What follows belongs to an exercise in optimizing a design on an open flow for small area; a production flow would make more cautious choices.
Only simulation tests tie the RTL to the original design; equivalence was not proved.
Power and IR drop assume default switching activity.

## tang_nano_9k_riscv_monitor
module tang_nano_9k_riscv_monitor
(
  input clk_27mhz,
  input button_s1,
  input uart_rx,
  output [6-1:0] led,
  output uart_tx
);
  wire clk = clk_27mhz;
  wire rst = ~button_s1;
  reg rx_hold;
  reg rx_bsy;
  reg data_valid;
  reg [3:0] rx_q;
  reg [3:0] rx_b;
  reg [7:0] rx_data;
  wire rx_begin = ~rx_bsy & ~uart_rx & rx_hold;
  wire rx_end = rx_bsy & (rx_b == 4'd9) & (rx_q == 4'd5);
  wire start_invalid = rx_bsy & (rx_b == 4'd0) & (rx_q < 4'd5) & uart_rx;
  wire stop_invalid = rx_bsy & (rx_b == 4'd9) & ~uart_rx;
  always @(posedge clk) begin
    if(rst) begin
      rx_hold <= 1'b0;
      rx_bsy <= 1'b0;
      data_valid <= 1'b0;
    end else begin
      rx_hold <= uart_rx;
      if(rx_begin) begin
        rx_bsy <= 1'b1;
      end else if(start_invalid | stop_invalid | rx_end) begin
        rx_bsy <= 1'b0;
      end
      data_valid <= rx_end;
    end
  end
  always @(posedge clk) begin
    if(~rx_bsy) begin
      rx_q <= 4'd0;
      rx_b <= 4'd0;
    end else if(rx_q == 4'd8) begin
      rx_q <= 4'd0;
      rx_b <= rx_b + 4'd1;
    end else begin
      rx_q <= rx_q + 4'd1;
    end
  end
  always @(posedge clk) begin
    if(rx_bsy && rx_q == 4'd2 && rx_b != 4'd0 && rx_b != 4'd9) begin
      rx_data <= { uart_rx, rx_data[7:1] };
    end
  ...
For scale: ~4400 cells after synthesis, about 3000 flip-flops, ~10 I/O pins.
Settings: LEC_CHECK=0, CAP_MARGIN=20, CORE_MARGIN=2, CORE_UTILIZATION=70, PLACE_DENSITY=0.8, SLEW_MARGIN=20; clock period 37.0 ns.
standard.sh (not shown) runs the stock make flow with config.mk's settings and CLKGATE_MAP_FILE= SYNTH_SCRIPT=/design/flow/synth_recipe.tcl, a recipe that flattens the netlist after the stock synthesis.
==> flow/flow/run.sh <==
#!/bin/bash
# The standard layout, with clock tree synthesis told not to add dummy loads
# and how to cluster the flip-flops.
set -euo pipefail
export CTS_ARGS="-sink_clustering_enable -repair_clock_nets -dont_use_dummy_load -buf_list sky130_fd_sc_hd__clkbuf_16 -sink_clustering_size 30 -sink_clustering_max_diameter 40"
bash standard.sh > standard.log 2>&1
The baseline completed with no timing, DRC or antenna violations.
Rerun with:
==> flow/flow/run.sh (replaced) <==
#!/bin/bash
# The standard layout, with clock tree synthesis told not to add dummy loads
# and to cluster the flip-flops under clkbuf_8 buffers.
set -euo pipefail
export CTS_ARGS="-sink_clustering_enable -repair_clock_nets -dont_use_dummy_load -buf_list sky130_fd_sc_hd__clkbuf_8 -sink_clustering_size 20 -sink_clustering_max_diameter 35"
bash standard.sh > standard.log 2>&1
- CORE_UTILIZATION: 70 -> 65
- PLACE_DENSITY: 0.8 -> 0.75
Outcome: The new run finished with timing, DRC and antenna clean; worst setup slack improved by 0.017 ns; design area drops by 0.61%; routed wire length drops by 14%; power drops by 4.1%; synthesized area is unchanged; via count drops by 2.4%; die area climbs by 7.6%.
Rerun with:
==> flow/flow/run.sh (replaced) <==
#!/bin/bash
# The standard layout, with clock tree synthesis told not to add dummy loads.
set -euo pipefail
export CTS_ARGS="-sink_clustering_enable -repair_clock_nets -dont_use_dummy_load -buf_list sky130_fd_sc_hd__clkbuf_16 -sink_clustering_size 36 -sink_clustering_max_diameter 50"
bash standard.sh > standard.log 2>&1
- CORE_UTILIZATION: 65 -> 60
- PLACE_DENSITY: 0.75 -> 0.7
- The new run produced a clean layout
- hold slack barely changes
- non-clock buffer count came out lower by 5
- via count came out lower by 3.6%
- global-route usage came out lower by 2.1 points
- worst setup slack loses 0.081 ns
- design area hardly moves
- die area came out higher by 8.2%
Rerun with:
==> flow/flow/run.sh (replaced) <==
#!/bin/bash
# The standard layout, with clock tree synthesis told not to add dummy loads
# and to cluster the flip-flops under clkbuf_8 buffers.
set -euo pipefail
export CTS_ARGS="-sink_clustering_enable -repair_clock_nets -dont_use_dummy_load -buf_list sky130_fd_sc_hd__clkbuf_8 -sink_clustering_size 18 -sink_clustering_max_diameter 40"
bash standard.sh > standard.log 2>&1
- CORE_UTILIZATION: 60 -> 70
- PLACE_DENSITY: 0.7 -> 0.8
Outcome: Design area shrinks slightly. Die area shrinks by about a fifth. Power shrinks by a few percent. Core utilization grows by 9.7 points. Clock power shrinks by roughly a tenth. Area after synthesis is unchanged.

========
== old ==
tang_nano_9k_riscv_monitor again, from the RTL that the note above started with.
==> flow/config.mk <==
export PLATFORM = sky130hd
export DESIGN_NAME = tang_nano_9k_riscv_monitor
export DESIGN_NICKNAME = tang_nano_9k_riscv_monitor
export VERILOG_FILES = /design/flow/design.v
export SDC_FILE = /design/flow/constraint.sdc
export NUM_CORES = 4
export LEC_CHECK = 0
export CAP_MARGIN = 20
export CORE_MARGIN = 2
export CORE_UTILIZATION = 70
export PLACE_DENSITY = 0.8
export SLEW_MARGIN = 20
==> flow/constraint.sdc <==
create_clock -name core_clock -period 37.0 [get_ports {clk_27mhz}]
set_input_delay 7.4000 -clock core_clock [delete_from_list [all_inputs] [get_ports {clk_27mhz}]]
set_output_delay 7.4000 -clock core_clock [all_outputs]
set_load 0.01 [all_outputs]
==> flow/flow/run.sh <==
#!/bin/bash
# The standard layout, with clock tree synthesis told not to add dummy loads.
set -euo pipefail
export CTS_ARGS="-sink_clustering_enable -repair_clock_nets -dont_use_dummy_load -buf_list sky130_fd_sc_hd__clkbuf_8 -sink_clustering_size 22 -sink_clustering_max_diameter 40"
bash standard.sh > standard.log 2>&1
old finished every stage and its layout cleared the timing, DRC and antenna checks.
Edits applied to the flow inputs when going from old to new:
Settings: swapping 70 for 80 in CORE_UTILIZATION; swapping 0.8 for 0.9 in PLACE_DENSITY.
==> flow/flow/run.sh <==
#!/bin/bash
# The standard layout, with clock tree synthesis told not to add dummy loads
# and to cluster the flip-flops under clkbuf_8 buffers.
set -euo pipefail
export CTS_ARGS="-sink_clustering_enable -repair_clock_nets -dont_use_dummy_load -buf_list sky130_fd_sc_hd__clkbuf_8 -sink_clustering_size 20 -sink_clustering_max_diameter 30"
bash standard.sh > standard.log 2>&1
new | status: complete | timing, DRC, antenna: pass. Worst max-slew margin expressed relative to the limit: new < old. The lower final worst clock skew came out of new. Taking old as the reference, in new global-route wire length before repair rose 41%; sequential share of layout area fell 1.8 points; number of global-route vias before repair rose 7102; register share of total power fell 6.2 points. Compared old against new; synthesized netlist cell count within noise. Worst hold slack: new vs old up 0.043 ns. Portion of the layout cell area used by non-clock buffers of old is on par with new.

-- static timing again, ports no longer ideal --
The flow's constraints put no driver on any port. The routed layouts listed below were extracted and timed again, unchanged, in two steps. Step 1 assumes that a clkbuf_16 drives the clock port and a buf_2 every other input. Step 2 also shifts input and output timing later by t, the mid clock arrival at the registers, as if the neighbouring blocks saw the same clock. Slacks: ideal / step 1 / step 2; pairs: ideal / step 1.
run | t (ns) | slack for setup (ns) | worst setup path after step 2
the first run of note 1 | 0.810 | 20.414 / 20.392 / 20.392 | input to output
the second run of note 1 | 0.978 | 20.431 / 20.411 / 20.411 | input to output
the third run of note 1 | 0.803 | 20.350 / 20.329 / 20.329 | input to output
the fourth run of note 1 | 0.903 | 20.409 / 20.387 / 20.387 | input to output
old | 0.904 | 20.404 / 20.381 / 20.381 | input to output
new | 1.028 | 20.262 / 20.195 / 20.195 | input to output
After both steps every run listed still meets setup and hold. For new, which loses most, drivers alone change the setup slack by -0.067 ns; drivers and shift together by -0.067 ns.
